Source: an optimization exercise on an open RTL-to-GDS flow (aim: small area, a short achievable clock period and few clock cycles per item). Production flows keep margins and buffers that such runs may drop.
Only simulation tests tie the RTL to the original design; equivalence was not proved.
Power and IR drop assume default switching activity.

[design/flow/config.mk]
export PLATFORM = sky130hd
export DESIGN_NAME = booth_multiplier
export DESIGN_NICKNAME = booth_multiplier
export VERILOG_FILES = /design/flow/design.v
export SDC_FILE = /design/flow/constraint.sdc
export NUM_CORES = 4
export LEC_CHECK = 0
export ABC_AREA = 1
export CAP_MARGIN = 20
export CORE_MARGIN = 2
export CORE_UTILIZATION = 40
export PLACE_DENSITY = 0.6
export SETUP_SLACK_MARGIN = 2.0
export SLEW_MARGIN = 20
export SYNTH_HIERARCHICAL = 1
export SYNTH_MINIMUM_KEEP_SIZE = 0
[design/flow/constraint.sdc]
create_clock -name core_clock -period 5.0 [get_ports {clk}]
set_input_delay 1.0000 -clock core_clock [delete_from_list [all_inputs] [get_ports {clk}]]
set_output_delay 1.0000 -clock core_clock [all_outputs]
set_load 0.01 [all_outputs]
[design/flow/design.v]
module booth_multiplier(
    input         clk,
    input         reset_n,
    input         op_start,
    input         op_clear,
    input  [31:0] multiplier,
    input  [31:0] multiplicand,
    output        op_done,
    output [63:0] result
);
  reg       busy, done;
  reg [2:0] cnt;
  wire      idle = !busy && !done;
  wire      fin  = cnt[2];                        
  wire      last = (cnt == 3'd3);         
  reg  [31:0] m_q;           
  reg  [31:0] lo_q;          
  reg  [31:0] s_q, c_q;      
  reg  [7:0]  rs_q, rc_q;    
  reg         cy_q;          
  reg  [3:0]  one_q, two_q, ng_q;   
  function [11:0] enc;
    input [7:0] b;
    input       bm;
    integer i;
    reg [8:0] x;
    begin
      x = {b, bm};
      for (i = 0; i < 4; i = i + 1) begin
        enc[i]         = x[2*i+1] ^ x[2*i];
        enc[4+i]     = (x[2*i+2] & ~x[2*i+1] & ~x[2*i]) | (~x[2*i+2] & x[2*i+1] & x[2*i]);
        enc[8+i]   = x[2*i+2];
      end
    end
  endfunction
  wire [11:0] enc_next = busy ? enc(lo_q[15:8], lo_q[7]) : enc(multiplier[7:0], 1'b0);
  wire [32:0] mg0 = ({33{one_q[0]}} & {m_q[31], m_q}) | ({33{two_q[0]}} & {m_q, 1'b0});
  wire [32:0] pp0 = mg0 ^ {33{ng_q[0]}};
  wire [32:0] e0 = {~pp0[32], pp0[31:0]};
  wire [32:0] mg1 = ({33{one_q[1]}} & {m_q[31], m_q}) | ({33{two_q[1]}} & {m_q, 1'b0});
  wire [32:0] pp1 = mg1 ^ {33{ng_q[1]}};
  wire [32:0] e1 = {~pp1[32], pp1[31:0]};
  wire [32:0] mg2 = ({33{one_q[2]}} & {m_q[31], m_q}) | ({33{two_q[2]}} & {m_q, 1'b0});
  wire [32:0] pp2 = mg2 ^ {33{ng_q[2]}};
  wire [32:0] e2 = {~pp2[32], pp2[31:0]};
  wire [32:0] mg3 = ({33{one_q[3]}} & {m_q[31], m_q}) | ({33{two_q[3]}} & {m_q, 1'b0});
  wire [32:0] pp3 = mg3 ^ {33{ng_q[3]}};
  wire [32:0] e3 = {~pp3[32], pp3[31:0]};
  wire fs1;
  wire fc2;
  wire hs3;
  wire hc4;
  wire hs5;
  wire hc6;
  wire fs7;
  wire fc8;
  wire fs9;
  wire fc10;
  wire hs11;
  wire hc12;
  wire hs13;
  wire hc14;
  wire fs15;
  wire fc16;
  wire fs17;
  wire fc18;
  wire fs19;
  wire fc20;
  wire fs21;
  wire fc22;
  wire hs23;
  wire hc24;
  wire fs25;
  wire fc26;
  wire hs27;
  wire hc28;
  wire fs29;
  wire fc30;
  wire fs31;
  wire fc32;
  wire fs33;
  wire fc34;
  wire fs35;
  wire fc36;
  wire fs37;
  wire fc38;
  wire fs39;
  wire fc40;
  wire fs41;
  wire fc42;
  wire hs43;
  wire hc44;
  wire hs45;
  wire hc46;
  wire fs47;
  wire fc48;
  wire fs49;
  wire fc50;
  wire fs51;
  wire fc52;
  wire fs53;
  wire fc54;
  wire fs55;
  wire fc56;
  wire fs57;
  wire fc58;
  wire fs59;
  wire fc60;
  wire fs61;
  wire fc62;
  wire fs63;
  wire fc64;
  wire fs65;
  wire fc66;
  wire fs67;
  wire fc68;
  wire fs69;
  wire fc70;
  wire fs71;
  wire fc72;
  wire fs73;
  wire fc74;
  wire hs75;
  wire hc76;
  wire fs77;
  wire fc78;
  wire fs79;
  wire fc80;
  wire fs81;
  wire fc82;
  wire fs83;
  wire fc84;
  wire fs85;
  wire fc86;
  wire fs87;
  wire fc88;
  wire fs89;
  wire fc90;
  wire fs91;
  wire fc92;
  wire fs93;
  wire fc94;
  wire hs95;
  wire hc96;
  wire fs97;
  wire fc98;
  wire fs99;
  wire fc100;
  wire fs101;
  wire fc102;
  wire fs103;
  wire fc104;
  wire fs105;
  wire fc106;
  wire fs107;
  wire fc108;
  wire fs109;
  wire fc110;
  wire fs111;
  wire fc112;
  wire fs113;
  wire fc114;
  wire hs115;
  wire hc116;
  wire fs117;
  wire fc118;
  wire fs119;
  wire fc120;
  wire fs121;
  wire fc122;
  wire fs123;
  wire fc124;
  wire fs125;
  wire fc126;
  wire fs127;
  wire fc128;
  wire fs129;
  wire fc130;
  wire fs131;
  wire fc132;
  wire fs133;
  wire fc134;
  wire hs135;
  wire hc136;
  wire fs137;
  wire fc138;
  wire fs139;
  wire fc140;
  wire fs141;
  wire fc142;
  wire fs143;
  wire fc144;
  wire fs145;
  wire fc146;
  wire fs147;
  wire fc148;
  wire fs149;
  wire fc150;
  wire fs151;
  wire fc152;
  wire fs153;
  wire fc154;
  wire hs155;
  wire hc156;
  wire fs157;
  wire fc158;
  wire fs159;
  wire fc160;
  wire fs161;
  wire fc162;
  wire fs163;
  wire fc164;
  wire fs165;
  wire fc166;
  wire fs167;
  wire fc168;
  wire fs169;
  wire fc170;
  wire fs171;
  wire fc172;
  wire fs173;
  wire fc174;
  wire hs175;
  wire hc176;
  wire fs177;
  wire fc178;
  wire fs179;
  wire fc180;
  wire fs181;
  wire fc182;
  wire fs183;
  wire fc184;
  wire fs185;
  wire fc186;
  wire fs187;
  wire fc188;
  wire fs189;
  wire fc190;
  wire fs191;
  wire fc192;
  wire fs193;
  wire fc194;
  wire hs195;
  wire hc196;
  wire fs197;
  wire fc198;
  wire fs199;
  wire fc200;
  wire fs201;
  wire fc202;
  wire fs203;
  wire fc204;
  wire fs205;
  wire fc206;
  wire fs207;
  wire fc208;
  wire fs209;
  wire fc210;
  wire fs211;
  wire fc212;
  wire fs213;
  wire fc214;
  wire hs215;
  wire hc216;
  wire fs217;
  wire fc218;
  wire fs219;
  wire fc220;
  wire fs221;
  wire fc222;
  wire fs223;
  wire fc224;
  wire fs225;
  wire fc226;
  wire fs227;
  wire fc228;
  wire fs229;
  wire fc230;
  wire fs231;
  wire fc232;
  wire fs233;
  wire fc234;
  wire hs235;
  wire hc236;
  wire fs237;
  wire fc238;
  wire fs239;
  wire fc240;
  wire fs241;
  wire fc242;
  wire fs243;
  wire fc244;
  wire fs245;
  wire fc246;
  wire fs247;
  wire fc248;
  wire fs249;
  wire fc250;
  wire fs251;
  wire fc252;
  wire fs253;
  wire fc254;
  wire hs255;
  wire hc256;
  wire fs257;
  wire fc258;
  wire fs259;
  wire fc260;
  wire fs261;
  wire fc262;
  wire fs263;
  wire fc264;
  wire fs265;
  wire fc266;
  wire fs267;
  wire fc268;
  wire fs269;
  wire fc270;
  wire fs271;
  wire fc272;
  wire fs273;
  wire fc274;
  wire hs275;
  wire hc276;
  wire fs277;
  wire fc278;
  wire fs279;
  wire fc280;
  wire fs281;
  wire fc282;
  wire fs283;
  wire fc284;
  wire fs285;
  wire fc286;
  wire fs287;
  wire fc288;
  wire fs289;
  wire fc290;
  wire fs291;
  wire fc292;
  wire fs293;
  wire fc294;
  wire fs295;
  wire fc296;
  wire hs297;
  wire hc298;
  wire fs299;
  wire fc300;
  wire fs301;
  wire fc302;
  wire fs303;
  wire fc304;
  wire fs305;
  wire fc306;
  wire fs307;
  wire fc308;
  wire fs309;
  wire fc310;
  wire hs311;
  wire hc312;
  wire hs313;
  wire hc314;
  wire fs315;
  wire fc316;
  wire fs317;
  wire fc318;
  wire hs319;
  wire hc320;
  wire hs321;
  wire hc322;
  wire fs323;
  wire fc324;
  mul_fa u_fs1 (.a(c_q[0]), .b(ng_q[0]), .ci(s_q[0]), .s(fs1), .co(fc2));
  mul_ha u_hs3 (.a(c_q[1]), .b(s_q[1]), .s(hs3), .c(hc4));
  mul_ha u_hs5 (.a(hs3), .b(fc2), .s(hs5), .c(hc6));
  mul_fa u_fs7 (.a(c_q[2]), .b(ng_q[1]), .ci(s_q[2]), .s(fs7), .co(fc8));
  mul_fa u_fs9 (.a(hc4), .b(fs7), .ci(e0[2]), .s(fs9), .co(fc10));
  mul_ha u_hs11 (.a(e1[0]), .b(hc6), .s(hs11), .c(hc12));
  mul_ha u_hs13 (.a(c_q[3]), .b(s_q[3]), .s(hs13), .c(hc14));
  mul_fa u_fs15 (.a(hs13), .b(fc8), .ci(e0[3]), .s(fs15), .co(fc16));
  mul_fa u_fs17 (.a(e1[1]), .b(hc12), .ci(fc10), .s(fs17), .co(fc18));
  mul_fa u_fs19 (.a(c_q[4]), .b(ng_q[2]), .ci(s_q[4]), .s(fs19), .co(fc20));
  mul_fa u_fs21 (.a(hc14), .b(fs19), .ci(e0[4]), .s(fs21), .co(fc22));
  mul_ha u_hs23 (.a(e1[2]), .b(e2[0]), .s(hs23), .c(hc24));
  mul_fa u_fs25 (.a(hs23), .b(fc16), .ci(fs21), .s(fs25), .co(fc26));
  mul_ha u_hs27 (.a(c_q[5]), .b(s_q[5]), .s(hs27), .c(hc28));
  mul_fa u_fs29 (.a(hs27), .b(fc20), .ci(e0[5]), .s(fs29), .co(fc30));
  mul_fa u_fs31 (.a(e1[3]), .b(e2[1]), .ci(hc24), .s(fs31), .co(fc32));
  mul_fa u_fs33 (.a(fc22), .b(fs29), .ci(fs31), .s(fs33), .co(fc34));
  mul_fa u_fs35 (.a(c_q[6]), .b(ng_q[3]), .ci(s_q[6]), .s(fs35), .co(fc36));
  mul_fa u_fs37 (.a(hc28), .b(fs35), .ci(e0[6]), .s(fs37), .co(fc38));
  mul_fa u_fs39 (.a(e1[4]), .b(e2[2]), .ci(e3[0]), .s(fs39), .co(fc40));
  mul_fa u_fs41 (.a(fc30), .b(fs37), .ci(fs39), .s(fs41), .co(fc42));
  mul_ha u_hs43 (.a(fc32), .b(fs41), .s(hs43), .c(hc44));
  mul_ha u_hs45 (.a(c_q[7]), .b(s_q[7]), .s(hs45), .c(hc46));
  mul_fa u_fs47 (.a(hs45), .b(fc36), .ci(e0[7]), .s(fs47), .co(fc48));
  mul_fa u_fs49 (.a(e1[5]), .b(e2[3]), .ci(e3[1]), .s(fs49), .co(fc50));
  mul_fa u_fs51 (.a(fc38), .b(fc40), .ci(fs47), .s(fs51), .co(fc52));
  mul_fa u_fs53 (.a(fs49), .b(fc42), .ci(fs51), .s(fs53), .co(fc54));
  mul_fa u_fs55 (.a(c_q[8]), .b(s_q[8]), .ci(hc46), .s(fs55), .co(fc56));
  mul_fa u_fs57 (.a(last), .b(e0[8]), .ci(e1[6]), .s(fs57), .co(fc58));
  mul_fa u_fs59 (.a(e2[4]), .b(e3[2]), .ci(fs55), .s(fs59), .co(fc60));
  mul_fa u_fs61 (.a(fc48), .b(fc50), .ci(fs57), .s(fs61), .co(fc62));
  mul_fa u_fs63 (.a(fs59), .b(fc52), .ci(fs61), .s(fs63), .co(fc64));
  mul_fa u_fs65 (.a(c_q[9]), .b(s_q[9]), .ci(last), .s(fs65), .co(fc66));
  mul_fa u_fs67 (.a(e0[9]), .b(e1[7]), .ci(e2[5]), .s(fs67), .co(fc68));
  mul_fa u_fs69 (.a(e3[3]), .b(fc56), .ci(fs65), .s(fs69), .co(fc70));
  mul_fa u_fs71 (.a(fc58), .b(fs67), .ci(fc60), .s(fs71), .co(fc72));
  mul_fa u_fs73 (.a(fs69), .b(fc62), .ci(fs71), .s(fs73), .co(fc74));
  mul_ha u_hs75 (.a(c_q[10]), .b(s_q[10]), .s(hs75), .c(hc76));
  mul_fa u_fs77 (.a(hs75), .b(e0[10]), .ci(e1[8]), .s(fs77), .co(fc78));
  mul_fa u_fs79 (.a(e2[6]), .b(e3[4]), .ci(fc66), .s(fs79), .co(fc80));
  mul_fa u_fs81 (.a(fc68), .b(fs77), .ci(fc70), .s(fs81), .co(fc82));
  mul_fa u_fs83 (.a(fs79), .b(fc72), .ci(fs81), .s(fs83), .co(fc84));
  mul_fa u_fs85 (.a(c_q[11]), .b(s_q[11]), .ci(hc76), .s(fs85), .co(fc86));
  mul_fa u_fs87 (.a(last), .b(e0[11]), .ci(e1[9]), .s(fs87), .co(fc88));
  mul_fa u_fs89 (.a(e2[7]), .b(e3[5]), .ci(fs85), .s(fs89), .co(fc90));
  mul_fa u_fs91 (.a(fc78), .b(fs87), .ci(fc80), .s(fs91), .co(fc92));
  mul_fa u_fs93 (.a(fs89), .b(fc82), .ci(fs91), .s(fs93), .co(fc94));
  mul_ha u_hs95 (.a(c_q[12]), .b(s_q[12]), .s(hs95), .c(hc96));
  mul_fa u_fs97 (.a(hs95), .b(e0[12]), .ci(e1[10]), .s(fs97), .co(fc98));
  mul_fa u_fs99 (.a(e2[8]), .b(e3[6]), .ci(fc86), .s(fs99), .co(fc100));
  mul_fa u_fs101 (.a(fc88), .b(fs97), .ci(fc90), .s(fs101), .co(fc102));
  mul_fa u_fs103 (.a(fs99), .b(fc92), .ci(fs101), .s(fs103), .co(fc104));
  mul_fa u_fs105 (.a(c_q[13]), .b(s_q[13]), .ci(hc96), .s(fs105), .co(fc106));
  mul_fa u_fs107 (.a(last), .b(e0[13]), .ci(e1[11]), .s(fs107), .co(fc108));
  mul_fa u_fs109 (.a(e2[9]), .b(e3[7]), .ci(fs105), .s(fs109), .co(fc110));
  mul_fa u_fs111 (.a(fc98), .b(fs107), .ci(fc100), .s(fs111), .co(fc112));
  mul_fa u_fs113 (.a(fs109), .b(fc102), .ci(fs111), .s(fs113), .co(fc114));
  mul_ha u_hs115 (.a(c_q[14]), .b(s_q[14]), .s(hs115), .c(hc116));
  mul_fa u_fs117 (.a(hs115), .b(e0[14]), .ci(e1[12]), .s(fs117), .co(fc118));
  mul_fa u_fs119 (.a(e2[10]), .b(e3[8]), .ci(fc106), .s(fs119), .co(fc120));
  mul_fa u_fs121 (.a(fc108), .b(fs117), .ci(fc110), .s(fs121), .co(fc122));
  mul_fa u_fs123 (.a(fs119), .b(fc112), .ci(fs121), .s(fs123), .co(fc124));
  mul_fa u_fs125 (.a(c_q[15]), .b(s_q[15]), .ci(hc116), .s(fs125), .co(fc126));
  mul_fa u_fs127 (.a(last), .b(e0[15]), .ci(e1[13]), .s(fs127), .co(fc128));
  mul_fa u_fs129 (.a(e2[11]), .b(e3[9]), .ci(fs125), .s(fs129), .co(fc130));
  mul_fa u_fs131 (.a(fc118), .b(fs127), .ci(fc120), .s(fs131), .co(fc132));
  mul_fa u_fs133 (.a(fs129), .b(fc122), .ci(fs131), .s(fs133), .co(fc134));
  mul_ha u_hs135 (.a(c_q[16]), .b(s_q[16]), .s(hs135), .c(hc136));
  mul_fa u_fs137 (.a(hs135), .b(e0[16]), .ci(e1[14]), .s(fs137), .co(fc138));
  mul_fa u_fs139 (.a(e2[12]), .b(e3[10]), .ci(fc126), .s(fs139), .co(fc140));
  mul_fa u_fs141 (.a(fc128), .b(fs137), .ci(fc130), .s(fs141), .co(fc142));
  mul_fa u_fs143 (.a(fs139), .b(fc132), .ci(fs141), .s(fs143), .co(fc144));
  mul_fa u_fs145 (.a(c_q[17]), .b(s_q[17]), .ci(hc136), .s(fs145), .co(fc146));
  mul_fa u_fs147 (.a(last), .b(e0[17]), .ci(e1[15]), .s(fs147), .co(fc148));
  mul_fa u_fs149 (.a(e2[13]), .b(e3[11]), .ci(fs145), .s(fs149), .co(fc150));
  mul_fa u_fs151 (.a(fc138), .b(fs147), .ci(fc140), .s(fs151), .co(fc152));
  mul_fa u_fs153 (.a(fs149), .b(fc142), .ci(fs151), .s(fs153), .co(fc154));
  mul_ha u_hs155 (.a(c_q[18]), .b(s_q[18]), .s(hs155), .c(hc156));
  mul_fa u_fs157 (.a(hs155), .b(e0[18]), .ci(e1[16]), .s(fs157), .co(fc158));
  mul_fa u_fs159 (.a(e2[14]), .b(e3[12]), .ci(fc146), .s(fs159), .co(fc160));
  mul_fa u_fs161 (.a(fc148), .b(fs157), .ci(fc150), .s(fs161), .co(fc162));
  mul_fa u_fs163 (.a(fs159), .b(fc152), .ci(fs161), .s(fs163), .co(fc164));
  mul_fa u_fs165 (.a(c_q[19]), .b(s_q[19]), .ci(hc156), .s(fs165), .co(fc166));
  mul_fa u_fs167 (.a(last), .b(e0[19]), .ci(e1[17]), .s(fs167), .co(fc168));
  mul_fa u_fs169 (.a(e2[15]), .b(e3[13]), .ci(fs165), .s(fs169), .co(fc170));
  mul_fa u_fs171 (.a(fc158), .b(fs167), .ci(fc160), .s(fs171), .co(fc172));
  mul_fa u_fs173 (.a(fs169), .b(fc162), .ci(fs171), .s(fs173), .co(fc174));
  mul_ha u_hs175 (.a(c_q[20]), .b(s_q[20]), .s(hs175), .c(hc176));
  mul_fa u_fs177 (.a(hs175), .b(e0[20]), .ci(e1[18]), .s(fs177), .co(fc178));
  mul_fa u_fs179 (.a(e2[16]), .b(e3[14]), .ci(fc166), .s(fs179), .co(fc180));
  mul_fa u_fs181 (.a(fc168), .b(fs177), .ci(fc170), .s(fs181), .co(fc182));
  mul_fa u_fs183 (.a(fs179), .b(fc172), .ci(fs181), .s(fs183), .co(fc184));
  mul_fa u_fs185 (.a(c_q[21]), .b(s_q[21]), .ci(hc176), .s(fs185), .co(fc186));
  mul_fa u_fs187 (.a(last), .b(e0[21]), .ci(e1[19]), .s(fs187), .co(fc188));
  mul_fa u_fs189 (.a(e2[17]), .b(e3[15]), .ci(fs185), .s(fs189), .co(fc190));
  mul_fa u_fs191 (.a(fc178), .b(fs187), .ci(fc180), .s(fs191), .co(fc192));
  mul_fa u_fs193 (.a(fs189), .b(fc182), .ci(fs191), .s(fs193), .co(fc194));
  mul_ha u_hs195 (.a(c_q[22]), .b(s_q[22]), .s(hs195), .c(hc196));
  mul_fa u_fs197 (.a(hs195), .b(e0[22]), .ci(e1[20]), .s(fs197), .co(fc198));
  mul_fa u_fs199 (.a(e2[18]), .b(e3[16]), .ci(fc186), .s(fs199), .co(fc200));
  mul_fa u_fs201 (.a(fc188), .b(fs197), .ci(fc190), .s(fs201), .co(fc202));
  mul_fa u_fs203 (.a(fs199), .b(fc192), .ci(fs201), .s(fs203), .co(fc204));
  mul_fa u_fs205 (.a(c_q[23]), .b(s_q[23]), .ci(hc196), .s(fs205), .co(fc206));
  mul_fa u_fs207 (.a(last), .b(e0[23]), .ci(e1[21]), .s(fs207), .co(fc208));
  mul_fa u_fs209 (.a(e2[19]), .b(e3[17]), .ci(fs205), .s(fs209), .co(fc210));
  mul_fa u_fs211 (.a(fc198), .b(fs207), .ci(fc200), .s(fs211), .co(fc212));
  mul_fa u_fs213 (.a(fs209), .b(fc202), .ci(fs211), .s(fs213), .co(fc214));
  mul_ha u_hs215 (.a(c_q[24]), .b(s_q[24]), .s(hs215), .c(hc216));
  mul_fa u_fs217 (.a(hs215), .b(e0[24]), .ci(e1[22]), .s(fs217), .co(fc218));
  mul_fa u_fs219 (.a(e2[20]), .b(e3[18]), .ci(fc206), .s(fs219), .co(fc220));
  mul_fa u_fs221 (.a(fc208), .b(fs217), .ci(fc210), .s(fs221), .co(fc222));
  mul_fa u_fs223 (.a(fs219), .b(fc212), .ci(fs221), .s(fs223), .co(fc224));
  mul_fa u_fs225 (.a(c_q[25]), .b(s_q[25]), .ci(hc216), .s(fs225), .co(fc226));
  mul_fa u_fs227 (.a(last), .b(e0[25]), .ci(e1[23]), .s(fs227), .co(fc228));
  mul_fa u_fs229 (.a(e2[21]), .b(e3[19]), .ci(fs225), .s(fs229), .co(fc230));
  mul_fa u_fs231 (.a(fc218), .b(fs227), .ci(fc220), .s(fs231), .co(fc232));
  mul_fa u_fs233 (.a(fs229), .b(fc222), .ci(fs231), .s(fs233), .co(fc234));
  mul_ha u_hs235 (.a(c_q[26]), .b(s_q[26]), .s(hs235), .c(hc236));
  mul_fa u_fs237 (.a(hs235), .b(e0[26]), .ci(e1[24]), .s(fs237), .co(fc238));
  mul_fa u_fs239 (.a(e2[22]), .b(e3[20]), .ci(fc226), .s(fs239), .co(fc240));
  mul_fa u_fs241 (.a(fc228), .b(fs237), .ci(fc230), .s(fs241), .co(fc242));
  mul_fa u_fs243 (.a(fs239), .b(fc232), .ci(fs241), .s(fs243), .co(fc244));
  mul_fa u_fs245 (.a(c_q[27]), .b(s_q[27]), .ci(hc236), .s(fs245), .co(fc246));
  mul_fa u_fs247 (.a(last), .b(e0[27]), .ci(e1[25]), .s(fs247), .co(fc248));
  mul_fa u_fs249 (.a(e2[23]), .b(e3[21]), .ci(fs245), .s(fs249), .co(fc250));
  mul_fa u_fs251 (.a(fc238), .b(fs247), .ci(fc240), .s(fs251), .co(fc252));
  mul_fa u_fs253 (.a(fs249), .b(fc242), .ci(fs251), .s(fs253), .co(fc254));
  mul_ha u_hs255 (.a(c_q[28]), .b(s_q[28]), .s(hs255), .c(hc256));
  mul_fa u_fs257 (.a(hs255), .b(e0[28]), .ci(e1[26]), .s(fs257), .co(fc258));
  mul_fa u_fs259 (.a(e2[24]), .b(e3[22]), .ci(fc246), .s(fs259), .co(fc260));
  mul_fa u_fs261 (.a(fc248), .b(fs257), .ci(fc250), .s(fs261), .co(fc262));
  mul_fa u_fs263 (.a(fs259), .b(fc252), .ci(fs261), .s(fs263), .co(fc264));
  mul_fa u_fs265 (.a(c_q[29]), .b(s_q[29]), .ci(hc256), .s(fs265), .co(fc266));
  mul_fa u_fs267 (.a(last), .b(e0[29]), .ci(e1[27]), .s(fs267), .co(fc268));
  mul_fa u_fs269 (.a(e2[25]), .b(e3[23]), .ci(fs265), .s(fs269), .co(fc270));
  mul_fa u_fs271 (.a(fc258), .b(fs267), .ci(fc260), .s(fs271), .co(fc272));
  mul_fa u_fs273 (.a(fs269), .b(fc262), .ci(fs271), .s(fs273), .co(fc274));
  mul_ha u_hs275 (.a(c_q[30]), .b(s_q[30]), .s(hs275), .c(hc276));
  mul_fa u_fs277 (.a(hs275), .b(e0[30]), .ci(e1[28]), .s(fs277), .co(fc278));
  mul_fa u_fs279 (.a(e2[26]), .b(e3[24]), .ci(fc266), .s(fs279), .co(fc280));
  mul_fa u_fs281 (.a(fc268), .b(fs277), .ci(fc270), .s(fs281), .co(fc282));
  mul_fa u_fs283 (.a(fs279), .b(fc272), .ci(fs281), .s(fs283), .co(fc284));
  mul_fa u_fs285 (.a(c_q[31]), .b(s_q[31]), .ci(hc276), .s(fs285), .co(fc286));
  mul_fa u_fs287 (.a(last), .b(e0[31]), .ci(e1[29]), .s(fs287), .co(fc288));
  mul_fa u_fs289 (.a(e2[27]), .b(e3[25]), .ci(fs285), .s(fs289), .co(fc290));
  mul_fa u_fs291 (.a(fc278), .b(fs287), .ci(fc280), .s(fs291), .co(fc292));
  mul_fa u_fs293 (.a(fs289), .b(fc282), .ci(fs291), .s(fs293), .co(fc294));
  mul_fa u_fs295 (.a(e0[32]), .b(e1[30]), .ci(e2[28]), .s(fs295), .co(fc296));
  mul_ha u_hs297 (.a(e3[26]), .b(fc286), .s(hs297), .c(hc298));
  mul_fa u_fs299 (.a(hs297), .b(fc288), .ci(fs295), .s(fs299), .co(fc300));
  mul_fa u_fs301 (.a(fc290), .b(fc292), .ci(fs299), .s(fs301), .co(fc302));
  mul_fa u_fs303 (.a(last), .b(e1[31]), .ci(e2[29]), .s(fs303), .co(fc304));
  mul_fa u_fs305 (.a(e3[27]), .b(hc298), .ci(fc296), .s(fs305), .co(fc306));
  mul_fa u_fs307 (.a(fs303), .b(fs305), .ci(fc300), .s(fs307), .co(fc308));
  mul_fa u_fs309 (.a(e1[32]), .b(e2[30]), .ci(e3[28]), .s(fs309), .co(fc310));
  mul_ha u_hs311 (.a(fc304), .b(fs309), .s(hs311), .c(hc312));
  mul_ha u_hs313 (.a(hs311), .b(fc306), .s(hs313), .c(hc314));
  mul_fa u_fs315 (.a(last), .b(e2[31]), .ci(e3[29]), .s(fs315), .co(fc316));
  mul_fa u_fs317 (.a(fc310), .b(fs315), .ci(hc312), .s(fs317), .co(fc318));
  mul_ha u_hs319 (.a(e2[32]), .b(e3[30]), .s(hs319), .c(hc320));
  mul_ha u_hs321 (.a(hs319), .b(fc316), .s(hs321), .c(hc322));
  mul_fa u_fs323 (.a(last), .b(e3[31]), .ci(hc320), .s(fs323), .co(fc324));
  wire [39:0] sn = {last, e3[32], hc322, fc318, hc314, fc308, fc302, fc294, fc284, fc274, fc264, fc254, fc244, fc234, fc224, fc214, fc204, fc194, fc184, fc174, fc164, fc154, fc144, fc134, fc124, fc114, fc104, fc94, fc84, fc74, fc64, fc54, hc44, fc34, fc26, fc18, fs15, fs9, e0[1], e0[0]};
  wire [39:0] cn = {1'b0, fc324, fs323, hs321, fs317, hs313, fs307, fs301, fs293, fs283, fs273, fs263, fs253, fs243, fs233, fs223, fs213, fs203, fs193, fs183, fs173, fs163, fs153, fs143, fs133, fs123, fs113, fs103, fs93, fs83, fs73, fs63, fs53, hs43, fs33, fs25, fs17, hs11, hs5, fs1};
  wire [39:0] ad_sum;
  wire        ad_cy;                     
  mul_add40 u_ad (.a({s_q, rs_q}), .b({c_q, rc_q}), .ci(cy_q), .s(ad_sum), .ct(ad_cy));
  assign op_done = done;
  assign result  = {s_q[31:0], lo_q};
  always @(posedge clk or negedge reset_n) begin
    if (!reset_n) begin
      busy <= 1'b0;
      done <= 1'b0;
    end else if (op_clear) begin
      busy <= 1'b0;
      done <= 1'b0;
    end else if (idle) begin
      busy <= op_start;
    end else if (busy && fin) begin
      busy <= 1'b0;
      done <= 1'b1;
    end
  end
  always @(posedge clk) begin
    cnt <= busy ? cnt + 3'd1 : 3'd0;
    if (!busy)
      m_q <= multiplicand;
    if (idle)
      lo_q <= multiplier;
    else if (busy)
      lo_q <= {ad_sum[7:0], lo_q[31:8]};
    if (idle)
      s_q  <= 0;
    else if (busy)
      s_q  <= fin ? ad_sum[39:8] : sn[39:8];
    c_q  <= busy ? cn[39:8] : 32'd0;
    rs_q <= busy ? sn[7:0] : 8'd0;
    rc_q <= busy ? cn[7:0] : 8'd0;
    cy_q <= busy & ad_cy;
    {ng_q, two_q, one_q} <= enc_next;
  end
endmodule
module mul_fa(input a, input b, input ci, output s, output co);
  assign s  = a ^ b ^ ci;
  assign co = (a & b) | (ci & (a ^ b));
endmodule
module mul_ha(input a, input b, output s, output c);
  assign s = a ^ b;
  assign c = a & b;
endmodule
module mul_add40(input [39:0] a, input [39:0] b, input ci, output [39:0] s, output ct);
  wire [39:0] p = a ^ b;
  wire [39:0] g0 = a & b;
  wire [39:0] g = {g0[39:1], g0[0] | (p[0] & ci)};
  wire gg1 = g[1] | (p[1] & g[0]);
  wire pq2 = p[1] & p[0];
  wire gg3 = g[3] | (p[3] & g[2]);
  wire pq4 = p[3] & p[2];
  wire gg5 = g[5] | (p[5] & g[4]);
  wire pq6 = p[5] & p[4];
  wire gg7 = g[7] | (p[7] & g[6]);
  wire pq8 = p[7] & p[6];
  wire gg9 = g[9] | (p[9] & g[8]);
  wire pq10 = p[9] & p[8];
  wire gg11 = g[11] | (p[11] & g[10]);
  wire pq12 = p[11] & p[10];
  wire gg13 = g[13] | (p[13] & g[12]);
  wire pq14 = p[13] & p[12];
  wire gg15 = g[15] | (p[15] & g[14]);
  wire pq16 = p[15] & p[14];
  wire gg17 = g[17] | (p[17] & g[16]);
  wire pq18 = p[17] & p[16];
  wire gg19 = g[19] | (p[19] & g[18]);
  wire pq20 = p[19] & p[18];
  wire gg21 = g[21] | (p[21] & g[20]);
  wire pq22 = p[21] & p[20];
  wire gg23 = g[23] | (p[23] & g[22]);
  wire pq24 = p[23] & p[22];
  wire gg25 = g[25] | (p[25] & g[24]);
  wire pq26 = p[25] & p[24];
  wire gg27 = g[27] | (p[27] & g[26]);
  wire pq28 = p[27] & p[26];
  wire gg29 = g[29] | (p[29] & g[28]);
  wire pq30 = p[29] & p[28];
  wire gg31 = g[31] | (p[31] & g[30]);
  wire pq32 = p[31] & p[30];
  wire gg33 = g[33] | (p[33] & g[32]);
  wire pq34 = p[33] & p[32];
  wire gg35 = g[35] | (p[35] & g[34]);
  wire pq36 = p[35] & p[34];
  wire gg37 = g[37] | (p[37] & g[36]);
  wire pq38 = p[37] & p[36];
  wire gg39 = g[39] | (p[39] & g[38]);
  wire pq40 = p[39] & p[38];
  wire gg41 = g[2] | (p[2] & gg1);
  wire pq42 = p[2] & pq2;
  wire gg43 = gg3 | (pq4 & gg1);
  wire pq44 = pq4 & pq2;
  wire gg45 = g[6] | (p[6] & gg5);
  wire pq46 = p[6] & pq6;
  wire gg47 = gg7 | (pq8 & gg5);
  wire pq48 = pq8 & pq6;
  wire gg49 = g[10] | (p[10] & gg9);
  wire pq50 = p[10] & pq10;
  wire gg51 = gg11 | (pq12 & gg9);
  wire pq52 = pq12 & pq10;
  wire gg53 = g[14] | (p[14] & gg13);
  wire pq54 = p[14] & pq14;
  wire gg55 = gg15 | (pq16 & gg13);
  wire pq56 = pq16 & pq14;
  wire gg57 = g[18] | (p[18] & gg17);
  wire pq58 = p[18] & pq18;
  wire gg59 = gg19 | (pq20 & gg17);
  wire pq60 = pq20 & pq18;
  wire gg61 = g[22] | (p[22] & gg21);
  wire pq62 = p[22] & pq22;
  wire gg63 = gg23 | (pq24 & gg21);
  wire pq64 = pq24 & pq22;
  wire gg65 = g[26] | (p[26] & gg25);
  wire pq66 = p[26] & pq26;
  wire gg67 = gg27 | (pq28 & gg25);
  wire pq68 = pq28 & pq26;
  wire gg69 = g[30] | (p[30] & gg29);
  wire pq70 = p[30] & pq30;
  wire gg71 = gg31 | (pq32 & gg29);
  wire pq72 = pq32 & pq30;
  wire gg73 = g[34] | (p[34] & gg33);
  wire pq74 = p[34] & pq34;
  wire gg75 = gg35 | (pq36 & gg33);
  wire pq76 = pq36 & pq34;
  wire gg77 = g[38] | (p[38] & gg37);
  wire pq78 = p[38] & pq38;
  wire gg79 = gg39 | (pq40 & gg37);
  wire pq80 = pq40 & pq38;
  wire gg81 = g[4] | (p[4] & gg43);
  wire pq82 = p[4] & pq44;
  wire gg83 = gg5 | (pq6 & gg43);
  wire pq84 = pq6 & pq44;
  wire gg85 = gg45 | (pq46 & gg43);
  wire pq86 = pq46 & pq44;
  wire gg87 = gg47 | (pq48 & gg43);
  wire pq88 = pq48 & pq44;
  wire gg89 = g[12] | (p[12] & gg51);
  wire pq90 = p[12] & pq52;
  wire gg91 = gg13 | (pq14 & gg51);
  wire pq92 = pq14 & pq52;
  wire gg93 = gg53 | (pq54 & gg51);
  wire pq94 = pq54 & pq52;
  wire gg95 = gg55 | (pq56 & gg51);
  wire pq96 = pq56 & pq52;
  wire gg97 = g[20] | (p[20] & gg59);
  wire pq98 = p[20] & pq60;
  wire gg99 = gg21 | (pq22 & gg59);
  wire pq100 = pq22 & pq60;
  wire gg101 = gg61 | (pq62 & gg59);
  wire pq102 = pq62 & pq60;
  wire gg103 = gg63 | (pq64 & gg59);
  wire pq104 = pq64 & pq60;
  wire gg105 = g[28] | (p[28] & gg67);
  wire pq106 = p[28] & pq68;
  wire gg107 = gg29 | (pq30 & gg67);
  wire pq108 = pq30 & pq68;
  wire gg109 = gg69 | (pq70 & gg67);
  wire pq110 = pq70 & pq68;
  wire gg111 = gg71 | (pq72 & gg67);
  wire pq112 = pq72 & pq68;
  wire gg113 = g[36] | (p[36] & gg75);
  wire pq114 = p[36] & pq76;
  wire gg115 = gg37 | (pq38 & gg75);
  wire pq116 = pq38 & pq76;
  wire gg117 = gg77 | (pq78 & gg75);
  wire pq118 = pq78 & pq76;
  wire gg119 = gg79 | (pq80 & gg75);
  wire pq120 = pq80 & pq76;
  wire gg121 = g[8] | (p[8] & gg87);
  wire pq122 = p[8] & pq88;
  wire gg123 = gg9 | (pq10 & gg87);
  wire pq124 = pq10 & pq88;
  wire gg125 = gg49 | (pq50 & gg87);
  wire pq126 = pq50 & pq88;
  wire gg127 = gg51 | (pq52 & gg87);
  wire pq128 = pq52 & pq88;
  wire gg129 = gg89 | (pq90 & gg87);
  wire pq130 = pq90 & pq88;
  wire gg131 = gg91 | (pq92 & gg87);
  wire pq132 = pq92 & pq88;
  wire gg133 = gg93 | (pq94 & gg87);
  wire pq134 = pq94 & pq88;
  wire gg135 = gg95 | (pq96 & gg87);
  wire pq136 = pq96 & pq88;
  wire gg137 = g[24] | (p[24] & gg103);
  wire pq138 = p[24] & pq104;
  wire gg139 = gg25 | (pq26 & gg103);
  wire pq140 = pq26 & pq104;
  wire gg141 = gg65 | (pq66 & gg103);
  wire pq142 = pq66 & pq104;
  wire gg143 = gg67 | (pq68 & gg103);
  wire pq144 = pq68 & pq104;
  wire gg145 = gg105 | (pq106 & gg103);
  wire pq146 = pq106 & pq104;
  wire gg147 = gg107 | (pq108 & gg103);
  wire pq148 = pq108 & pq104;
  wire gg149 = gg109 | (pq110 & gg103);
  wire pq150 = pq110 & pq104;
  wire gg151 = gg111 | (pq112 & gg103);
  wire pq152 = pq112 & pq104;
  wire gg153 = g[16] | (p[16] & gg135);
  wire pq154 = p[16] & pq136;
  wire gg155 = gg17 | (pq18 & gg135);
  wire pq156 = pq18 & pq136;
  wire gg157 = gg57 | (pq58 & gg135);
  wire pq158 = pq58 & pq136;
  wire gg159 = gg59 | (pq60 & gg135);
  wire pq160 = pq60 & pq136;
  wire gg161 = gg97 | (pq98 & gg135);
  wire pq162 = pq98 & pq136;
  wire gg163 = gg99 | (pq100 & gg135);
  wire pq164 = pq100 & pq136;
  wire gg165 = gg101 | (pq102 & gg135);
  wire pq166 = pq102 & pq136;
  wire gg167 = gg103 | (pq104 & gg135);
  wire pq168 = pq104 & pq136;
  wire gg169 = gg137 | (pq138 & gg135);
  wire pq170 = pq138 & pq136;
  wire gg171 = gg139 | (pq140 & gg135);
  wire pq172 = pq140 & pq136;
  wire gg173 = gg141 | (pq142 & gg135);
  wire pq174 = pq142 & pq136;
  wire gg175 = gg143 | (pq144 & gg135);
  wire pq176 = pq144 & pq136;
  wire gg177 = gg145 | (pq146 & gg135);
  wire pq178 = pq146 & pq136;
  wire gg179 = gg147 | (pq148 & gg135);
  wire pq180 = pq148 & pq136;
  wire gg181 = gg149 | (pq150 & gg135);
  wire pq182 = pq150 & pq136;
  wire gg183 = gg151 | (pq152 & gg135);
  wire pq184 = pq152 & pq136;
  wire gg185 = g[32] | (p[32] & gg183);
  wire pq186 = p[32] & pq184;
  wire gg187 = gg33 | (pq34 & gg183);
  wire pq188 = pq34 & pq184;
  wire gg189 = gg73 | (pq74 & gg183);
  wire pq190 = pq74 & pq184;
  wire gg191 = gg75 | (pq76 & gg183);
  wire pq192 = pq76 & pq184;
  wire gg193 = gg113 | (pq114 & gg183);
  wire pq194 = pq114 & pq184;
  wire gg195 = gg115 | (pq116 & gg183);
  wire pq196 = pq116 & pq184;
  wire gg197 = gg117 | (pq118 & gg183);
  wire pq198 = pq118 & pq184;
  wire gg199 = gg119 | (pq120 & gg183);
  wire pq200 = pq120 & pq184;
  assign s = p ^ {gg197, gg195, gg193, gg191, gg189, gg187, gg185, gg183, gg181, gg179, gg177, gg175, gg173, gg171, gg169, gg167, gg165, gg163, gg161, gg159, gg157, gg155, gg153, gg135, gg133, gg131, gg129, gg127, gg125, gg123, gg121, gg87, gg85, gg83, gg81, gg43, gg41, gg1, g[0], ci};
  assign ct = gg87;
endmodule
[design/flow/flow/run.sh]
#!/bin/bash
# Standard layout, except: plain buf_1 cells as the port buffers, and a
# clock tree of clkbuf_4 cells without dummy loads.
export BUFFER_PORTS_ARGS="-buffer_cell sky130_fd_sc_hd__buf_1"
export CTS_ARGS="-sink_clustering_enable -repair_clock_nets -dont_use_dummy_load -root_buf sky130_fd_sc_hd__clkbuf_16 -buf_list \"sky130_fd_sc_hd__clkbuf_4 sky130_fd_sc_hd__clkbuf_8\""
bash standard.sh > standard.log 2>&1
[design/flow/standard.sh]
#!/bin/bash
# synth_recipe.tcl (not shown) runs the flow's synth.tcl, then flattens the netlist and writes it again
# the make line also repeats each setting of config.mk as NAME=value (left out here)
make -C /OpenROAD-flow-scripts/flow DESIGN_CONFIG=/design/flow/config.mk WORK_HOME=/design/flow/orfs CLKGATE_MAP_FILE= SYNTH_SCRIPT=/design/flow/synth_recipe.tcl "${@:-finish}"
==> results.txt, run 1 <==
- Status: timing/DRC/antenna clean
- Crit. End Element: register
- Gpl congestion: approximately 0.86
- Fin nets: between 1500 and 2000
- First-pass GRT wire length: 56700 um
- Mean area per synthesized cell: roughly 9.0 um2
- Clk_skew: 40.56 ps
- Largest net degree at the start of global routing: 56
- Total GRT Usage: approximately a fifth
- Fin crit period: 2908 ps
- P&R area growth vs syn: 8.814%
- Root buffer cell: clkbuf_16
- CP Max Fanout: 15
- Final WL: around 35000 um
- Register area share after synthesis: between 20 and 30%
- Mapped Area: 13600 um2
- Worst min-delay path class: in -> async
- Critical path type: reg -> reg
- Setup-failing EPs final: 0
- 1st-iter DRT viols: about 700
- Vias per cell: between 4 and 5
- Worst VDD drop: approximately 230 uV
- Initial antenna violation count: 1
- Antenna Nets Post-Route: 0
- Vias in the first global route: 10390
- Initial Utilization: ~40%
- Synth Area in Compound Gates: between 10% and 20%
- Die width: around 190 um
- CTS sink cnt: between 150 and 200
- Crit path DAT: 3180 ps
- Post-Synth XOR/XNOR Area: under 10%
- Yosys cell types: 44
- Pre-CTS WS: roughly 1600 ps
- WL per Instance: about 17 um
- MaxCap Viol Count: 0
- IO buf count: ~130
- Share of cells above drive strength 1: between 8 and 9%
- Total grt overflow: 0
- Via count: 10210
- Final slew viol count: 0
- Synth Register Bits: 161
- Clock H-tree levels: 4
- F_max: roughly 0.34 GHz
- Main combinational cell family by area after synthesis: adder cells
- Simple-gate share of the synthesized area: ~14%
- Post-route insts no fill: 2062
- WP data required: between 5000 and 6000 ps
- Slew headroom: 34.73%
- PwrDens: 478.4 nW/um2
- Worst skew pair latency: 410 ps
- # DRC: 0
- Slew @ Worst Pin: around 1000 ps
- Ys Warns: 7
- ANT cells: 0
- Synth Area in Adders: 27.14%
- Fin Setup TNS: 0 ps
- Synthesized instance count: 1505
- Hold Fails Final Rpt: 0
- Placeable Area: around 34000 um2
- Top Ports: approximately 130
- Placed cells: 2029
- Clk pin slew, worst setup/hold paths: about 100 ps
- Mux contribution to synthesized area: approximately 2.6%
- Die area: between 30000 and 40000 um2
- Setup ws final: 2092 ps
- Clock Tree Buf Depth: 2
- Hold Buf Count CTS: 0
- Fin crit share: 58.16%
- CP startpoint kind: register
- Dpl hpwl: around 26000 um
- Leak pwr: roughly 7 nW
- RSZ-0062 raised after global routing: yes
- Number of CTS-inserted buffers: 17
- # rows: 67
- Pre-antenna DRT Iters: 5
- CTS tree: done
- Die height: between 150 and 200 um
[area by class of cell]
class	instances	area, um2
Clock buffer	17	245.2
Fill cell	3352	18730
Inverter	164	630.6
Multi-Input combinational cell	1114	8743
Sequential cell	161	3915
Tap cell	448	560.5
Timing Repair Buffer	155	680.7
Timing Repair inverter	3	22.52
[layout by cell type, fill, tap and decap left out, drive strengths merged]
cell type,count
nand2,370
o21ai,199
inv,160
buf,155
fa,145
xor2,144
dfxtp,95
nor2,67
edfxtp,64
ha,63
a21oi,46
mux2,24
nand3,24
clkbuf,17
xnor2,9
clkinvlp,6
or2,5
o21bai,3
o211ai,2
a21o,2
a21boi,2
conb,2
nor3,2
dfrtp,2
clkinv,1
o22ai,1
a2bb2oi,1
a31oi,1
a211oi,1
a221oi,1
[Yosys stat by module (local to each module, per instance)]
| module | cells inside | cell area [um2] | times used | flops+latches |
|---|---|---|---|---|
| mul_ha | 1 | 12.51 | 24 | 0 |
| mul_add40 | 337 | 2039 | 1 | 0 |
| booth_multiplier | 1006 | 8497 | 1 | 161 |
| mul_fa | 1 | 20.02 | 138 | 0 |
[worst paths after layout]
| kind | from | endpoint | slack, ps | cells after the start |
|---|---|---|---|---|
| worst max-delay path | one_q[1] | s_q[20] | 2090 | 9 |
| worst min-delay path | reset_n | done | 370 | 1 |
| worst max register to register | one_q[1] | s_q[20] | 2090 | 9 |
| worst min register to register | cnt[0] | cnt[0] | 430 | 1 |
| max in group asynchronous | reset_n | busy | 4500 | 1 |
| min in group core_clock | cnt[0] | cnt[0] | 430 | 1 |
[what timing repair did]
item	4_1_cts	5_1_grt
pin swaps	1	3
resized for setup	19	17
endpoints found under the setup margin	60	50
cloned	3	0
buffers inserted	11	2
[synthesized netlist by cell type]
cell type | number | area share (%)
nor2_4 | 2 | 0.17
clkbuf_1 | 18 | 0.50
nand2_2 | 14 | 0.64
buf_4 | 1 | 0.055
a211oi_1 | 1 | 0.055
dfrtp_1 | 2 | 0.37
nor2_2 | 2 | 0.092
fa_1 | 145 | 21
mux2_2 | 1 | 0.083
o21bai_1 | 2 | 0.11
nor2_1 | 63 | 1.7
a21oi_1 | 41 | 1.5
xor2_1 | 144 | 9.3
o21ai_1 | 3 | 0.11
o21ai_2 | 17 | 1.1
nand2_4 | 6 | 0.50
mux2_4 | 23 | 2.5
xnor2_1 | 9 | 0.58
ha_1 | 63 | 5.8
or2_2 | 4 | 0.18
a2bb2oi_1 | 1 | 0.064
a31oi_1 | 1 | 0.046
nand3_2 | 1 | 0.074
inv_2 | 7 | 0.19
conb_1 | 1 | 0.028
a221oi_1 | 1 | 0.064
nor3_4 | 1 | 0.12
buf_6 | 6 | 0.50
o21ai_0 | 179 | 6.6
nand3_1 | 23 | 0.85
a21boi_0 | 2 | 0.11
a21o_1 | 2 | 0.11
dfxtp_1 | 95 | 14
buf_2 | 40 | 1.5
edfxtp_1 | 64 | 14
or2_1 | 1 | 0.046
o211ai_1 | 2 | 0.11
buf_12 | 2 | 0.29
nand2_1 | 350 | 9.7
nor3_1 | 1 | 0.037
o22ai_1 | 1 | 0.046
inv_1 | 157 | 4.3
o21bai_2 | 1 | 0.083
a21oi_2 | 5 | 0.32
[power breakdown]
| group | total (mW) | switching (mW) | internal, mW |
|---|---|---|---|
| clock | 0.751 | 0.431 | 0.321 |
| combinational | 4.27 | 2.36 | 1.90 |
| sequential | 2.06 | 0.396 | 1.67 |
| total | 7.08 | 3.19 | 3.89 |
[flip-flops by register name, indices dropped and copies added (netlist names)]
signal  flops
lo_q       32
m_q        32
s_q        32
c_q        31
rc_q        8
rs_q        8
ng_q        4
one_q       4
two_q       4
cnt         3
busy        1
cy_q        1
done        1
[through the flow]
stage	hold WS (ps)	util, %	total power [mW]	area, um2
2_1_floorplan	399.2	-	5.114	13620
3_3_place_gp	406.6	42.85	6.288	14370
3_5_place_dp	426.0	42.85	6.351	14370
4_1_cts	350.1	44.04	7.171	14770
5_1_grt	341.6	44.13	7.895	14800
6_report	368.5	44.13	7.079	14800
[kinds of logic after synthesis]
logic type | after synthesis
and+or+nand+nor | 468
buffers and inverters | 231
muxes | 24
DFF | 161
adders and majority gates | 208
other | 1
AOI/OAI and AO/OA | 259
xor gates and xnor gates | 153
[worst max-delay path, stage by stage, from the launching register on]
cell,delay [ps]
dfxtp_4,420
clkinvlp_4,90
buf_4,190
o21ai_0,200
xor2_1,120
fa_1,650
fa_1,460
fa_1,380
o21ai_0,180
o21ai_1,80
[per-layer routing]
| layer | track usage (%) | vias to the layer above | part of all wire, % |
|---|---|---|---|
| met5 | 0 | - | 0.037 |
| met4 | 6.941 | 2 | 2.6 |
| met3 | 4.954 | 56 | 6.6 |
| met2 | 32.63 | 338 | 46 |
| met1 | 27.98 | 4856 | 45 |
| li1 | - | 4962 | - |
Testbench counts, summed over its fixed seeds: cycles 11,192, items 1,600.
==> run 2, diff against run 1 <==
--- a/design/flow/config.mk
+++ b/design/flow/config.mk
@@ -6,9 +6,8 @@
 export NUM_CORES = 4
 export LEC_CHECK = 0
-export ABC_AREA = 1
 export CAP_MARGIN = 20
 export CORE_MARGIN = 2
 export CORE_UTILIZATION = 40
-export PLACE_DENSITY = 0.6
+export PLACE_DENSITY = 0.5
 export SETUP_SLACK_MARGIN = 2.0
 export SLEW_MARGIN = 20
==> run 2 against run 1 <==
Still clean on timing, DRC and antenna. First-iteration DRC count decreased by 30%. Total power increased by 5.3%. Count of clock-buffer cells in the layout unchanged. Sequential power about the same. Combinational power increased by 8.2%. Maximum frequency decreased by 5.2%. Critical endpoint is now s_q[11].
==> results.txt, run 2 <==
- Crit. End Element: register
- CP Max Fanout: 6 (-9)
- Worst min-delay path class: in -> async
- Switch Pwr: 3.250 mW (+1.9%)
- Status: timing/DRC/antenna clean
- Share of cells above drive strength 1: 11.45% (+2.5 points)
- Placeable Area: 32540 um2 (-3.0%)
- Vias per cell: 5.289 (+6.8%)
- Delay-heaviest family, CP: compound AO/OA/AOI/OAI gates
- Fin nets: 1483 (-22%)
- PwrDens: 522.6 nW/um2 (+9.3%)
- Die height: 185.7 um (-1.4%)
- Synth Area in Compound Gates: 13.21% (+2.8 points)
- IO buf count: 132 (unchanged)
- Synth Register Bits: 161 (unchanged)
- Main synth FF type: dfxtp_1
- Total GRT Usage: 20.96% (+0.28 points)
- Seq pwr share: 27.7% (-1.4 points)
- Filler cells: 3141 (-6.3%)
- Number of CTS-inserted buffers: 17 (unchanged)
- 1st-iter DRT viols: 489 (-30%)
- Slowest stage delay, CP: 360 ps (-290 ps)
- Root buffer cell: clkbuf_16
- Synth Area in Adders: 27.96% (+0.82 points)
- Total grt overflow: 0 (unchanged)
- Final WL: 34450 um (-1.7%)
- CTS sink cnt: 161 (unchanged)
- CTS tree: done
- Fin crit period: 3069 ps (+160.6 ps)
- Post-Synth XOR/XNOR Area: 11.34% (+1.5 points)
- Worst VDD drop: 209.0 uV (-10%)
- Clk_skew: 43.31 ps (+2.756 ps)
- Top Ports: 133 (unchanged)
- Mapped Area: 13200 um2 (-2.9%)
- F_max: 0.3259 GHz (-5.2%)
- CP max stage cell: fa_2
- Final slew viol count: 0 (unchanged)
- CP startpoint kind: register
- Most frequent cells in the layout: 147 x xnor2_1, 141 x fa_1, 132 x buf_1
- Mux contribution to synthesized area: 6.160% (+3.5 points)
- First-pass GRT wire length: 54300 um (-4.2%)
- Reg-to-Reg Start: rs_q[0]
- Yosys top cell area share: 21.99% (+0.64 points)
- Largest net degree at the start of global routing: 100 (+79%)
- Clock power frac: 10.3% (-0.3 points)
- Sw Share: 43.59% (-1.5 points)
- # DRC: 0 (unchanged)
- Mean area per synthesized cell: 11.71 um2 (+30%)
- Synthesized instance count: 1127 (-25%)
- Slew headroom: 48.83% (+14 points)
- Most common cell after layout, fill and taps aside: xnor2_1
- Worst skew pair latency: 410 ps (about the same)
- Initial Utilization: 40.58% (about the same)
- Largest regs: lo_q x32, m_q x32, s_q x32
- P&R area growth vs syn: 8.055%
- Vias in the first global route: 9170 (-12%)
- Worst Path Buf+Inv: 4 (+2)
- ANT cells: 0 (unchanged)
- MaxCap Viol Count: 0 (unchanged)
- Clock H-tree levels: 4 (unchanged)
- Gpl congestion: 0.7894 (-8.0%)
- Combinational share of power: 62.0% (+1.7 points)
- RSZ-0062 raised after global routing: yes
- Register area share after synthesis: 29.34% (+0.86 points)
- Number of flops mapped to enable cells by yosys: 64 (unchanged)
- Setup-failing EPs final: 0 (unchanged)
- Pre-CTS WS: 1685 ps (+89.22 ps)
- Ys Warns: 7 (unchanged)
- Clk pin slew, worst setup/hold paths: 100 ps (about the same)
- Die width: 185.7 um (-1.4%)
- Leak pwr: 5.635 nW (-21%)
- Initial antenna violation count: 0 (-1)
- WL per Instance: 20.92 um (+23%)
- # rows: 66 (-1.5%)
- Slew @ Worst Pin: 767.6 ps (-210.3 ps)
- Clock Tree Buf Depth: 2 (unchanged)
- Fin Setup TNS: 0 ps (unchanged)
- Multi-input logic area: 8692 um2 (-0.59%)
- Dpl hpwl: 25260 um (-3.0%)
- Reg area: 3904 um2 (-0.29%)
- P_int: 4.206 mW (+8.1%)
- Post-route design area: 14270 um2 (-3.6%)
- Fin crit share: 61.37% (+3.2 points)
- Main combinational cell family by area after synthesis: adder cells
- Hold Fails Final Rpt: 0 (unchanged)
- Yosys cell types: 64 (+45%)
- Critical Path, Cell by Cell: inv_2 -> fa_2 -> inv_2 -> fa_2 -> a21o_1 -> o21ai_2 -> a32o_2 -> o41ai_4 -> buf_6 -> buf_6 -> a21o_2 -> a21o_1 -> a21oi_2 -> xnor2_1 -> mux2i_1 -> o21ai_1
- Critical path type: reg -> reg
- Worst setup path startpoint: rs_q[0]
- WP data required: 5300 ps (+30 ps)
- DP Area: 13770 um2 (-4.2%)
- Most frequent cell after synthesis: xnor2_1
- Largest cells by area after synthesis: fa_1 22%, edfxtp_1 15%, dfxtp_1 14%
- Die area: 34480 um2 (-2.9%)
- Synth area leader: fa_1
- Synth top cells by count: 147 x xnor2_1, 145 x fa_1, 111 x a22oi_1
- Setup ws final: 1931 ps (-160.6 ps)
- Crit path DAT: 3360 ps (+180 ps)
- Post-synth ARST share: 1.242% (unchanged)
- Antenna Nets Post-Route: 0 (unchanged)
- Simple-gate share of the synthesized area: 6.350% (-7.8 points)
- Pre-antenna DRT Iters: 5 (unchanged)
- Via count: 8711 (-15%)
## run 2: cell types whose count changed in the layout (fill, tap and decap cells not counted), sizes merged, moves of 9 or more
cell	before	now
nand2	370	29
o21ai	199	50
inv	160	21
xnor2	9	147
a22oi	0	124
xor2	144	24
and2	0	50
nor2	67	21
mux2i	0	31
a21oi	46	28
mux2	24	35
a21o	2	12
nand3	24	33
## run 2: per-module statistics from Yosys (local to each module, per instance)
module,cells,flip-flops and latches,times used
booth_multiplier,762,161,1
mul_add40,203,0,1
mul_fa,1,0,138
mul_ha,1,0,24
## run 2: power groups by stage
stage	clock network (mW)	logic, mW	registers, mW
after global placement	0	4.59	2.11
final	0.768	4.62	2.07
after CTS	0.809	4.69	2.08
after global routing	0.852	5.33	2.12
after floorplan	0	3.39	1.95
after detailed placement	0	4.63	2.11
## run 2: routing by layer
layer,GRT usage (%),vias up,share of wire (%)
met5,0,-,0
met4,5.417,0,1.4
met3,4.461,31,4.7
met2,32.70,199,46
met1,29.62,4404,47
li1,-,4077,-
## run 2: what timing repair did
action,in CTS,in global routing
pin swaps,15,9
setup buffers,7,4
endpoints found under the setup margin,60,47
cloned,0,0
resized for setup,27,18
hold buffers,0,0
## run 2: worst reg2reg max path: stages, from the launching register on
cell	delay [ps]
dfxtp_2	330
inv_2	50
fa_2	190
inv_2	40
fa_2	360
a21o_1	210
o21ai_2	160
a32o_2	290
o41ai_4	80
buf_6	210
buf_6	140
a21o_2	170
a21o_1	180
a21oi_2	140
xnor2_1	150
mux2i_1	100
o21ai_1	140
## run 2: path summary, 6_finish.rpt
kind,endpoint,slack (ps),depth (start not counted)
max reg2reg,s_q[11],1930,16
max,s_q[11],1930,16
min,busy,390,1
min in group core_clock,cnt[0],420,1
min reg2reg,cnt[0],420,1
max in group asynchronous,done,4480,1
## run 2: cells by family (layout without fill, tap and decap cells)
group                    after synthesis  after routing
flip-flops                           161            161
other                                  1              2
AO/OA/AOI/OAI                        241            241
multiplexers                          66             66
buffers and inverters                123            200
XOR/XNOR                             171            171
AND/OR/NAND/NOR                      156            156
adder cells (fa/ha/maj)              208            208
## run 2: cell type report
cell class,instances,share of cell area (%)
Clock buffer,17,1.719
Inverter,22,0.5876
Multi-Input combinational cell,844,60.93
Sequential cell,161,27.36
Tap cell,442,3.877
Timing Repair Buffer,161,5.525
## run 2: per-stage QoR
stage | instances | hold WS, ps | total power, mW | util, %
finish | 1647 | 387.2 | 7.456 | 43.85
CTS | 1643 | 364.3 | 7.576 | 43.49
detailed placement | 1619 | 407.8 | 6.735 | 42.31
global route | 1647 | 363.5 | 8.298 | 43.85
global placement | 1619 | 401.3 | 6.705 | 42.31
floorplan | 1128 | 389.6 | 5.340 | -
==> run 3, diff against run 2 <==
--- a/design/flow/config.mk
+++ b/design/flow/config.mk
@@ -9,5 +9,5 @@
 export CORE_MARGIN = 2
 export CORE_UTILIZATION = 40
-export PLACE_DENSITY = 0.5
+export PLACE_DENSITY = 0.7
 export SETUP_SLACK_MARGIN = 2.0
 export SLEW_MARGIN = 20
==> run 3 against run 2 <==
Still clean. Clock power down 1%. Cell area hardly changed. Worst hold slack better by 11 ps. Critical path depth shrank 2. Register-to-register slack is essentially flat. Sequential cell count is the same. Area after synthesis unchanged. Largest cell class unchanged.
==> results.txt, run 3 <==
- Synth top cells by count: 147 x xnor2_1, 145 x fa_1, 111 x a22oi_1
- Fin nets: 1487 (+0.27%)
- Combinational share of power: 62.2% (+0.2 points)
- Fin crit period: 3064 ps (-4.750 ps)
- Most frequent cells in the layout: 147 x xnor2_1, 141 x fa_1, 132 x buf_1
- Crit. End Element: register
- Fin crit share: 61.28% (-0.095 points)
- Worst hold slack: 397.8 ps (+10.66 ps)
- Die height: 185.7 um (unchanged)
- Post-route design area: 14280 um2 (about the same)
- Slowest stage delay, CP: 360 ps (about the same)
- Worst skew pair latency: 400 ps (about the same)
- Initial antenna violation count: 0 (unchanged)
- Mean area per synthesized cell: 11.71 um2 (unchanged)
- DP Area: 13780 um2 (+0.13%)
- CP Max Fanout: 4 (-2)
- CP startpoint kind: register
- Clock H-tree levels: 4 (unchanged)
- Post-synth ARST share: 1.242% (unchanged)
- Via count: 8987 (+3.2%)
- Yosys top cell area share: 21.99% (unchanged)
- Crit path DAT: 3400 ps (+40 ps)
- Worst VDD drop: 226.9 uV (+8.6%)
- Die area: 34480 um2 (unchanged)
- Total GRT Usage: 20.02% (-0.94 points)
- CTS sink cnt: 161 (unchanged)
- Top Ports: 133 (unchanged)
- Slew @ Worst Pin: 749.0 ps (-18.55 ps)
- Synth Register Bits: 161 (unchanged)
- Fin Setup TNS: 0 ps (unchanged)
- Hold Fails Final Rpt: 0 (unchanged)
- Hold Buf Count CTS: 0 (unchanged)
- Dpl hpwl: 23950 um (-5.2%)
- Share of cells above drive strength 1: 11.83% (+0.38 points)
- Clk pin slew, worst setup/hold paths: 90 ps (about the same)
- Filler cells: 3078 (-2.0%)
- Pre-antenna DRT Iters: 5 (unchanged)
- Vias in the first global route: 9491 (+3.5%)
- Setup-failing EPs final: 0 (unchanged)
- Final slew viol count: 0 (unchanged)
- Largest regs: lo_q x32, m_q x32, s_q x32
- Clock power frac: 10.1% (-0.2 points)
- Die width: 185.7 um (unchanged)
- CTS tree: done
- Tot Pwr: 7.523 mW (+0.90%)
- Antenna Nets Post-Route: 0 (unchanged)
- Switch Pwr: 3.280 mW (+0.91%)
- P&R area growth vs syn: 8.150% (about the same)
- # DRC: 0 (unchanged)
- Number of flops mapped to enable cells by yosys: 64 (unchanged)
- Post-route insts no fill: 1651 (+0.24%)
- F_max: 0.3264 GHz (+0.16%)
- Placed cells: 1620 (+0.062%)
- Slew headroom: 50.06% (+1.2 points)
- P_int: 4.243 mW (+0.90%)
- Number of CTS-inserted buffers: 17 (unchanged)
- RSZ-0062 raised after global routing: yes
- PwrDens: 526.9 nW/um2 (+0.81%)
- Critical Path, Cell by Cell: inv_2 -> fa_2 -> inv_2 -> fa_2 -> a21o_1 -> o21ai_2 -> a32o_2 -> o21bai_1 -> a21o_1 -> a211o_1 -> o41ai_2 -> xnor2_1 -> mux2i_1 -> o21ai_1
- Yosys cell types: 64 (unchanged)
- Total grt overflow: 0 (unchanged)
- Pre-CTS WS: 1518 ps (-166.4 ps)
- Initial Utilization: 40.58% (unchanged)
- Status: timing/DRC/antenna clean
- Synthesized instance count: 1127 (unchanged)
- Most frequent cell after synthesis: xnor2_1
- MaxCap Viol Count: 0 (unchanged)
- Main synth FF type: dfxtp_1
- WP data required: 5330 ps (+30 ps)
- IO buf count: 132 (unchanged)
- Clk_skew: 38.10 ps (-5.217 ps)
- Clock Tree Buf Depth: 2 (unchanged)
- First-pass GRT wire length: 52250 um (-3.8%)
- Final WL: 33100 um (-3.9%)
- 1st-iter DRT viols: 807 (+65%)
- Worst Path Buf+Inv: 2 (-2)
- Critical path type: reg -> reg
- Most common cell after layout, fill and taps aside: xnor2_1
- Delay-heaviest family, CP: compound AO/OA/AOI/OAI gates
- Placeable Area: 32540 um2 (unchanged)
- Gpl congestion: 0.8748 (+11%)
- Largest cells by area after synthesis: fa_1 22%, edfxtp_1 15%, dfxtp_1 14%
- Seq pwr share: 27.7% (about the same)
- Register area share after synthesis: 29.34% (unchanged)
- Final core utilization: 43.89% (about the same)
- Vias per cell: 5.443 (+2.9%)
- Leak pwr: 5.649 nW (+0.25%)
- Synth area leader: fa_1
- Largest net degree at the start of global routing: 71 (-29%)
- WL per Instance: 20.05 um (-4.1%)
- ANT cells: 0 (unchanged)
- CP max stage cell: o41ai_2
- Setup ws final: 1936 ps (+4.750 ps)
- # rows: 66 (unchanged)
- Root buffer cell: clkbuf_16
- Ys Warns: 7 (unchanged)
- Worst min-delay path class: in -> async
- Mapped Area: 13200 um2 (unchanged)
- Sw Share: 43.59% (about the same)
## run 3: cell counts after synthesis
Identical to the previous run, type by type.
## run 3: kinds of logic (layout without fill, tap and decap cells)
logic type | after synthesis | in the layout | synth area share, %
AOI/OAI and AO/OA | 241 | 241 | 13.21
xor gates and xnor gates | 171 | 171 | 11.34
adders and majority gates | 208 | 208 | 27.96
buffers and inverters | 123 | 204 | 5.610
DFF | 161 | 161 | 29.34
muxes | 66 | 66 | 6.160
other | 1 | 2 | 0.02840
and+or+nand+nor | 156 | 156 | 6.350
## run 3: final cells by class
type | instances | area, um2 | share of cell area (%)
multi-input cells | 844 | 8688 | 60.85
flip-flops and latches | 161 | 3906 | 27.36
repair buffers | 165 | 802.0 | 5.617
well taps | 442 | 553.0 | 3.873
clock buffers | 17 | 245.2 | 1.717
inverters | 22 | 83.83 | 0.5871
## run 3: per-layer routing
metal / up-vias / routed length (um) / track usage, %
met4: 0 / 803 / 7.339
met3: 65 / 2086 / 3.815
met1: 4503 / 14060 / 26.09
met2: 334 / 16150 / 33.19
li1: 4085 / - / -
met5: - / 0 / 0
## run 3: power by group through the flow
stage                     Combinational, mW  Sequential [mW]  Clock [mW]
after detailed placement               4.62             2.11           0
after global routing                   5.30             2.13       0.834
final                                  4.68             2.09       0.759
after global placement                 4.51             2.10           0
after CTS                              4.66             2.08       0.782
after floorplan                        3.39             1.95           0
## run 3: final timing paths
path	cells after the start	slack (ps)	to	from
min reg2reg	1	420	cnt[0]	cnt[0]
min in group core_clock	1	420	cnt[0]	cnt[0]
max in group asynchronous	1	4470	busy	reset_n
max	14	1940	s_q[7]	rc_q[0]
min	1	400	done	reset_n
max reg2reg	14	1940	s_q[7]	rc_q[0]
## run 3: timing repair
| item | 4_1_cts | 5_1_grt |
|---|---|---|
| endpoints found under the setup margin | 60 | 56 |
| buffers inserted | 5 | 9 |
| pin swaps | 5 | 22 |
| resized for setup | 7 | 41 |
## run 3: modules after synthesis (local to each module, per instance)
module / cells / flip-flops and latches / cell area [um2]
booth_multiplier: 762 / 161 / 8512
mul_add40: 203 / 0 / 1628
mul_fa: 1 / 0 / 20.02
mul_ha: 1 / 0 / 12.51

-- afterwards: timing with drivers on the ports --
The flow's constraints put no driver on any port. The routed layouts listed below were extracted and timed again, unchanged, in two steps.
Step 1 (the two cells are an assumption about what drives the block):
set clk [get_ports {clk}]
set_driving_cell -lib_cell sky130_fd_sc_hd__clkbuf_16 $clk
set_driving_cell -lib_cell sky130_fd_sc_hd__buf_2 [delete_from_list [all_inputs] $clk]
Step 2 also shifts input and output timing later by t, the mid clock arrival at the registers, as if the neighbouring blocks saw the same clock.
a / b / c = ideal / step 1 / step 2; a / b = the first two.
run	t (ns)	setup slack, ns	hold slack, ns	worst setup path after step 2	clock arrival spread, ns
run 1	0.442	2.092 / 2.092 / 2.092	0.368 / 0.347 / 0.435	register to register	0.041 / 0.041
run 2	0.433	1.931 / 1.931 / 1.931	0.387 / 0.366 / 0.417	register to register	0.043 / 0.043
run 3	0.433	1.936 / 1.936 / 1.936	0.398 / 0.380 / 0.417	register to register	0.038 / 0.038
After both steps every run listed still meets setup and hold.
